This is an optimization exercise on Yosys and OpenROAD, whose aim is small area, a short achievable clock period and few clock cycles per item, not a production implementation.
At most, simulation tests tie the RTL to the original design; equivalence was not proved.
The flow treats the clock pin as an ideal source. Dropping or thinning the clock tree relies on that and would not hold on a real chip.
Power figures rest on the tool's default switching activity, not on a simulated workload.

==> module functions, before the edit <==
module functions(input clk,
                 input rst,
                 input [7:0] a,
                 input [7:0] b,
                 input start,
                 output wire [9:0] out,
                 output wire busy
                );
    localparam J = 5;
    wire [6:1] t;
    cbrt root(.a(b), .t(t));
    wire [J+1:0] lo;
    adder #(.J(J)) sum(.A(a), .T(t), .S(lo));
    reg       a0_q;
    reg [J-1:0] lo_q;
    reg [1:0] c_q;
    reg [7:J] ahi_q;
    always @(posedge clk)
        if (rst) begin
            a0_q  <= 1'b0;
            lo_q  <= 0;
            c_q   <= 2'd0;
            ahi_q <= 0;
        end else if (start) begin
            a0_q  <= a[0];
            lo_q  <= lo[J-1:0];
            c_q   <= lo[J+1:J];
            ahi_q <= a[7:J];
        end
    wire [8-J:0] hi = ahi_q + ahi_q[7:J+1] + c_q;
    assign out  = {hi, lo_q, a0_q};
    assign busy = 1'b0;
endmodule
clock: 5.5 ns
lec_check: 0
cap_margin: 20
core_area: 4 4 66 66
die_area: 0 0 70 70
slew_margin: 20
standard.sh (not shown) runs the stock make flow with config.mk's settings and CLKGATE_MAP_FILE= SYNTH_SCRIPT=/design/flow/synth_recipe.tcl, a recipe that flattens the netlist after the stock synthesis.
==> flow/flow/run.sh <==
#!/bin/bash
# The standard layout (standard.sh), with three changes:
#  - synthesis maps the logic with its own delay-driven ABC script
#    (flow/abc.script) and leaves adders to ABC instead of ORFS's
#    full/half-adder cells;
#  - the port buffers are the smallest buffer instead of the resizer's
#    default pick (a slow delay buffer);
#  - the clock tree is one buffer (flow/post_cts.tcl).
set -euo pipefail
here=$(pwd)
cat flow/abc_wrap.tcl synth_recipe.tcl > own_synth.tcl
export MY_ABC_SCRIPT=$here/flow/abc.script
export MY_ABC_D=1000
bash standard.sh SYNTH_SCRIPT=$here/own_synth.tcl ADDER_MAP_FILE= \
  BUFFER_PORTS_ARGS="-buffer_cell sky130_fd_sc_hd__buf_1" \
  CTS_ARGS="-sink_clustering_enable -repair_clock_nets -dont_use_dummy_load -buf_list sky130_fd_sc_hd__clkbuf_4 -root_buf sky130_fd_sc_hd__clkbuf_4" \
  POST_CTS_TCL=$here/flow/post_cts.tcl \
  finish > orfs_flow.log 2>&1
Other scripts of this flow, unchanged in this note and not shown: flow/flow/abc.script, flow/flow/abc_wrap.tcl, flow/flow/post_cts.tcl
The starting point ran to the end with no violations.
Testbench counts at the start, summed over its fixed seeds: cycles 800, items 800.
Edit:
--- a/flow/design.v
+++ b/flow/design.v
@@ -27,11 +27,11 @@
                  input [7:0] b,
                  input start,
                  output wire [9:0] out,
                  output wire busy
                 );
-    localparam J = 5;
+    localparam J = 6;
     wire [6:1] t;
     cbrt root(.a(b), .t(t));
     wire [J+1:0] lo;
     adder #(.J(J)) sum(.A(a), .T(t), .S(lo));
     reg       a0_q;
Result: The changed run finished clean; worst hold slack gains 0.020 ns; cell area rose by a few percent; wire length rose by a few percent; worst setup slack gains 0.046 ns; non-clock buffer count stays the same; synthesized cell count fell slightly; clock skew does not change; final cell count fell slightly; first-iteration DRC count fell by a quarter to a third.
No functional check of the RTL was part of the second run of this note.


The RTL this note starts from:
==> flow/design.v <==
`timescale 1ns / 1ps
module adder #(parameter J = 5)
             (input wire [7:0] A,
              input wire [6:1] T,
              output wire [J+1:0] S
             );
    wire [2:0] r = {T[4], (T[2] & ~T[4]) | T[6],
                    (T[1] & ~T[2]) | (T[3] & ~T[4]) | (T[5] & ~T[6])};
    assign S = A[J-1:0] + A[J:1] + r;
endmodule
`timescale 1ns / 1ps
`timescale 1ns / 1ps
module cbrt(input [7:0] a,
            output [6:1] t
            );
    assign t[1] = |a;                                               
    assign t[2] = |a[7:3];                                          
    assign t[3] = |a[7:5] | (a[4] & a[3] & (a[2] | (a[1] & a[0])));  
    assign t[4] = a[7] | a[6];                                      
    assign t[5] = a[7] | (&a[6:2] & (a[1] | a[0]));                 
    assign t[6] = a[7] & a[6] & (a[5] | (a[4] & a[3]));             
endmodule
`timescale 1ns / 1ps
module functions(input clk,
                 input rst,
                 input [7:0] a,
                 input [7:0] b,
                 input start,
                 output wire [9:0] out,
                 output wire busy
                );
    localparam J = 4;
    localparam W = 9 - J;
    wire [6:1] t;
    cbrt root(.a(b), .t(t));
    wire [J+1:0] lo;
    adder #(.J(J)) sum(.A(a), .T(t), .S(lo));
    wire [W-1:0] v = a[7:J] + a[7:J+1];
    reg         a0_q;
    reg [J-1:0] lo_q;
    reg [1:0]   c_q;
    reg [W-1:0] v_q;
    always @(posedge clk)
        if (rst) begin
            a0_q <= 1'b0;
            lo_q <= 0;
            c_q  <= 2'd0;
            v_q  <= 0;
        end else if (start) begin
            a0_q <= a[0];
            lo_q <= lo[J-1:0];
            c_q  <= lo[J+1:J];
            v_q  <= v;
        end
    reg [W-1:0] hi;
    reg ones0, ones1;
    integer i;
    always @(*) begin
        ones0 = 1'b1;
        ones1 = 1'b1;
        for (i = 0; i < W; i = i + 1) begin
            hi[i] = v_q[i] ^ ((c_q[0] & ones0) | (c_q[1] & ones1 & (i > 0)));
            ones0 = ones0 & v_q[i];
            if (i > 0) ones1 = ones1 & v_q[i];
        end
    end
    assign out  = {hi, lo_q, a0_q};
    assign busy = 1'b0;
endmodule
export LEC_CHECK = 0
export CAP_MARGIN = 20
export CORE_AREA = 4 4 66 66
export DIE_AREA = 0 0 70 70
export SLEW_MARGIN = 20
create_clock -name core_clock -period 5.5 [get_ports {clk}]
==> flow/flow/run.sh <==
#!/bin/bash
# The standard layout (standard.sh), with two changes:
#  - synthesis maps the logic with its own delay-driven ABC script
#    (flow/abc.script) and leaves adders to ABC instead of ORFS's
#    full/half-adder cells;
#  - the port buffers are the smallest buffer instead of the resizer's
#    default pick (a slow delay buffer).
set -euo pipefail
here=$(pwd)
cat flow/abc_wrap.tcl synth_recipe.tcl > own_synth.tcl
export MY_ABC_SCRIPT=$here/flow/abc.script
export MY_ABC_D=1000
bash standard.sh SYNTH_SCRIPT=$here/own_synth.tcl ADDER_MAP_FILE= \
  BUFFER_PORTS_ARGS="-buffer_cell sky130_fd_sc_hd__buf_1" finish > orfs_flow.log 2>&1
==> flow/flow/abc.script <==
strash
dch
map -D 1000
topo
stime -c
buffer -c
upsize -c -D 1000
dnsize -c -D 1000
==> flow/flow/abc_wrap.tcl <==
# Runs Yosys's abc with this flow's own ABC script (flow/abc.script) and
# delay target in place of ORFS's; everything else in the synthesis is
# the standard script, which this file is put in front of.
proc abc {args} {
  set i [lsearch -exact $args -script]
  if {$i >= 0} { set args [lreplace $args $i [expr {$i + 1}] -script $::env(MY_ABC_SCRIPT)] }
  set i [lsearch -exact $args -D]
  if {$i >= 0} { set args [lreplace $args $i [expr {$i + 1}]] }
  lappend args -D $::env(MY_ABC_D)
  puts "abc (own script): $args"
  yosys abc {*}$args
}
The first run finished clean.
Edit:
--- a/flow/design.v
+++ b/flow/design.v
@@ -30,39 +30,26 @@
                  output wire busy
                 );
-    localparam J = 4;
-    localparam W = 9 - J;
+    localparam J = 5;
     wire [6:1] t;
     cbrt root(.a(b), .t(t));
     wire [J+1:0] lo;
     adder #(.J(J)) sum(.A(a), .T(t), .S(lo));
-    wire [W-1:0] v = a[7:J] + a[7:J+1];
-    reg         a0_q;
+    reg       a0_q;
     reg [J-1:0] lo_q;
-    reg [1:0]   c_q;
-    reg [W-1:0] v_q;
+    reg [1:0] c_q;
+    reg [7:J] ahi_q;
     always @(posedge clk)
         if (rst) begin
-            a0_q <= 1'b0;
-            lo_q <= 0;
-            c_q  <= 2'd0;
-            v_q  <= 0;
+            a0_q  <= 1'b0;
+            lo_q  <= 0;
+            c_q   <= 2'd0;
+            ahi_q <= 0;
         end else if (start) begin
-            a0_q <= a[0];
-            lo_q <= lo[J-1:0];
-            c_q  <= lo[J+1:J];
-            v_q  <= v;
+            a0_q  <= a[0];
+            lo_q  <= lo[J-1:0];
+            c_q   <= lo[J+1:J];
+            ahi_q <= a[7:J];
         end
-    reg [W-1:0] hi;
-    reg ones0, ones1;
-    integer i;
-    always @(*) begin
-        ones0 = 1'b1;
-        ones1 = 1'b1;
-        for (i = 0; i < W; i = i + 1) begin
-            hi[i] = v_q[i] ^ ((c_q[0] & ones0) | (c_q[1] & ones1 & (i > 0)));
-            ones0 = ones0 & v_q[i];
-            if (i > 0) ones1 = ones1 & v_q[i];
-        end
-    end
+    wire [8-J:0] hi = ahi_q + ahi_q[7:J+1] + c_q;
     assign out  = {hi, lo_q, a0_q};
     assign busy = 1'b0;
After rerunning:
- The changed run ran to the end with no violations
- count of clock-buffer cells in the layout is unchanged
- first-iteration DRC count rose to 2.8 times its value
- power fell by about 11%
- clock skew stays the same
- routed wire length fell by about 5%
- cell count does not change
- non-clock buffer count does not change
- die area stays the same
- area after synthesis fell by about 11%
- global-route usage fell by 0.81 points
- sequential power fell by about 9%
- core utilization fell by 2.7 points
Testbench counts after the change, summed over its fixed seeds: cycles 800, items 800.
Only the layout flow was run in the first run of this note; the RTL was not checked for function there.


== old ==
Another version of the RTL of functions (not shown whole).
For scale: about 11 flip-flops, roughly 30 I/O pins.
==> module functions, before the edit <==
module functions(input clk,
                 input rst,
                 input [7:0] a,
                 input [7:0] b,
                 input start,
                 output wire [9:0] out,
                 output wire busy
                );
    localparam J = 3;
    localparam W = 9 - J;
    wire [6:1] t;
    cbrt root(.a(b), .t(t));
    wire [J+1:0] lo;
    adder #(.J(J)) sum(.A(a), .T(t), .S(lo));
    wire [1:0] c = lo[J+1:J];
    wire [W-1:0] v = a[7:J] + a[7:J+1];
    reg         a0_q;
    reg [J-1:0] lo_q;
    reg         sj_q;
    reg         u_q;
    reg [W-1:1] v_q;
    always @(posedge clk)
        if (rst) begin
            a0_q <= 1'b0;
            lo_q <= 0;
            sj_q <= 1'b0;
            u_q  <= 1'b0;
            v_q  <= 0;
        end else if (start) begin
            a0_q <= a[0];
            lo_q <= lo[J-1:0];
            sj_q <= v[0] ^ c[0];
            u_q  <= c[1] | (c[0] & v[0]);
            v_q  <= v[W-1:1];
        end
    reg [W-1:1] hi;
    reg ones;
    integer i;
    always @(*) begin
        ones = u_q;
        for (i = 1; i < W; i = i + 1) begin
            hi[i] = v_q[i] ^ ones;
            ones = ones & v_q[i];
        end
    end
    assign out  = {hi, sj_q, lo_q, a0_q};
    assign busy = 1'b0;
endmodule
clock: 5.5 ns
lec_check: 0
cap_margin: 20
core_area: 4 4 66 66
die_area: 0 0 70 70
setup_slack_margin: 3.2
slew_margin: 20
tns_end_percent: 10
==> flow/flow/run.sh <==
#!/bin/bash
# The standard layout (standard.sh), with three changes:
#  - synthesis maps the logic with its own delay-driven ABC script
#    (flow/abc.script) and leaves adders to ABC instead of ORFS's
#    full/half-adder cells;
#  - the port buffers are the smallest buffer instead of the resizer's
#    default pick (a slow delay buffer);
#  - the clock tree is one buffer (flow/post_cts.tcl).
set -euo pipefail
here=$(pwd)
cat flow/abc_wrap.tcl synth_recipe.tcl > own_synth.tcl
export MY_ABC_SCRIPT=$here/flow/abc.script
export MY_ABC_D=1000
bash standard.sh SYNTH_SCRIPT=$here/own_synth.tcl ADDER_MAP_FILE= \
  BUFFER_PORTS_ARGS="-buffer_cell sky130_fd_sc_hd__buf_1" \
  CTS_ARGS="-sink_clustering_enable -repair_clock_nets -dont_use_dummy_load -buf_list sky130_fd_sc_hd__clkbuf_4 -root_buf sky130_fd_sc_hd__clkbuf_4" \
  POST_CTS_TCL=$here/flow/post_cts.tcl \
  finish > orfs_flow.log 2>&1
==> flow/flow/post_cts.tcl <==
# After CTS: the clock tree TritonCTS builds for this small design is a root
# buffer feeding two leaf buffers. Drive every clock sink from the root
# buffer instead and remove the leaf buffers, so the clock port feeds one
# buffer and that buffer feeds all the flip-flops.
set block [ord::get_db_block]
set clk_port_net [$block findNet clk]
set root ""
foreach it [$clk_port_net getITerms] {
  if {[$it isInputSignal] || [[$it getMTerm] getIoType] eq "INPUT"} {
    set root [$it getInst]
  }
}
if {$root eq ""} { error "post_cts: no buffer on the clock port" }
set root_out ""
foreach it [$root getITerms] {
  if {[[$it getMTerm] getIoType] eq "OUTPUT"} { set root_out [$it getNet] }
}
puts "post_cts: root buffer [$root getName] drives [$root_out getName]"
set leaves {}
foreach it [$root_out getITerms] {
  set inst [$it getInst]
  if {$inst eq $root} { continue }
  if {[string match "*clkbuf*" [[$inst getMaster] getName]]} { lappend leaves $inst }
}
foreach leaf $leaves {
  set out ""
  foreach it [$leaf getITerms] {
    if {[[$it getMTerm] getIoType] eq "OUTPUT"} { set out [$it getNet] }
  }
  set sinks {}
  foreach it [$out getITerms] {
    if {[$it getInst] ne $leaf} { lappend sinks $it }
  }
  foreach it $sinks {
    $it disconnect
    $it connect $root_out
  }
  puts "post_cts: removed [$leaf getName], [llength $sinks] sinks moved to [$root_out getName]"
  odb::dbInst_destroy $leaf
  odb::dbNet_destroy $out
}
Scripts as last shown in full above: flow/flow/abc.script, flow/flow/abc_wrap.tcl
Modified inputs, new compared to old
--- a/flow/design.v
+++ b/flow/design.v
@@ -30,42 +30,27 @@
                  output wire busy
                 );
-    localparam J = 3;
-    localparam W = 9 - J;
+    localparam J = 5;
     wire [6:1] t;
     cbrt root(.a(b), .t(t));
     wire [J+1:0] lo;
     adder #(.J(J)) sum(.A(a), .T(t), .S(lo));
-    wire [1:0] c = lo[J+1:J];
-    wire [W-1:0] v = a[7:J] + a[7:J+1];
-    reg         a0_q;
+    reg       a0_q;
     reg [J-1:0] lo_q;
-    reg         sj_q;
-    reg         u_q;
-    reg [W-1:1] v_q;
+    reg [1:0] c_q;
+    reg [7:J] ahi_q;
     always @(posedge clk)
         if (rst) begin
-            a0_q <= 1'b0;
-            lo_q <= 0;
-            sj_q <= 1'b0;
-            u_q  <= 1'b0;
-            v_q  <= 0;
+            a0_q  <= 1'b0;
+            lo_q  <= 0;
+            c_q   <= 2'd0;
+            ahi_q <= 0;
         end else if (start) begin
-            a0_q <= a[0];
-            lo_q <= lo[J-1:0];
-            sj_q <= v[0] ^ c[0];
-            u_q  <= c[1] | (c[0] & v[0]);
-            v_q  <= v[W-1:1];
+            a0_q  <= a[0];
+            lo_q  <= lo[J-1:0];
+            c_q   <= lo[J+1:J];
+            ahi_q <= a[7:J];
         end
-    reg [W-1:1] hi;
-    reg ones;
-    integer i;
-    always @(*) begin
-        ones = u_q;
-        for (i = 1; i < W; i = i + 1) begin
-            hi[i] = v_q[i] ^ ones;
-            ones = ones & v_q[i];
-        end
-    end
-    assign out  = {hi, sj_q, lo_q, a0_q};
+    wire [8-J:0] hi = ahi_q + ahi_q[7:J+1] + c_q;
+    assign out  = {hi, lo_q, a0_q};
     assign busy = 1'b0;
 endmodule
### Flow results
| synthesized cell count | lower: old |. Per the comparison of new with old, number of DRC violations after detailed-routing iteration 0 has increased, total power has decreased, switching share of total power has decreased, switching power summed over all nets has decreased, final cell count without fillers has increased. Per the comparison of new with old, post-detailed-route via-to-cell ratio went down; minimum clock period after layout went up.
Testbench counts of new, summed over its fixed seeds: cycles 800, items 800.
No functional check of the RTL was part of old.

[re-timing with driven ports]
The results above use ideal ports. As a check the final layouts listed here were re-extracted and re-timed, cells and wires unchanged. Step 1 sets driving cells, clkbuf_16 on the clock port and buf_2 on the other inputs (assumed; they add their load-dependent delay and slew). Step 2 moves the port delays by t, midway between the first and last clock arrival at a register: inputs arrive t later, outputs are due t later. That takes back most of the time a late clock gives input paths. a / b / c = ideal ports / drivers / drivers and shift; a / b = the first two.
run | t (ns) | setup WS [ns] | hold slack, ns | worst setup path at the end | slew at the worst register clock pin (ns)
the first run of note 1 | 0.186 | 3.031 / 3.012 / 2.953 | 0.505 / 0.505 / 0.505 | input to register | 0.11 / 0.11
the second run of note 1 | 0.189 | 3.077 / 3.074 / 2.885 | 0.525 / 0.525 / 0.525 | input to register | 0.11 / 0.11
the first run of note 2 | 0.261 | 2.983 / 2.961 / 3.062 | 0.520 / 0.520 / 0.520 | input to register | 0.05 / 0.05
the second run of note 2 | 0.254 | 2.990 / 2.969 / 2.941 | 0.487 / 0.487 / 0.487 | input to register | 0.05 / 0.05
old | 0.188 | 3.223 / 3.204 / 3.056 | 0.553 / 0.553 / 0.553 | input to register | 0.11 / 0.11
new | 0.189 | 3.097 / 3.077 / 3.002 | 0.492 / 0.492 / 0.492 | input to register | 0.11 / 0.11
After both steps every run listed still meets setup and hold. For the second run of note 1, which loses most, drivers alone change the setup slack by -0.003 ns; drivers and shift together by -0.192 ns.
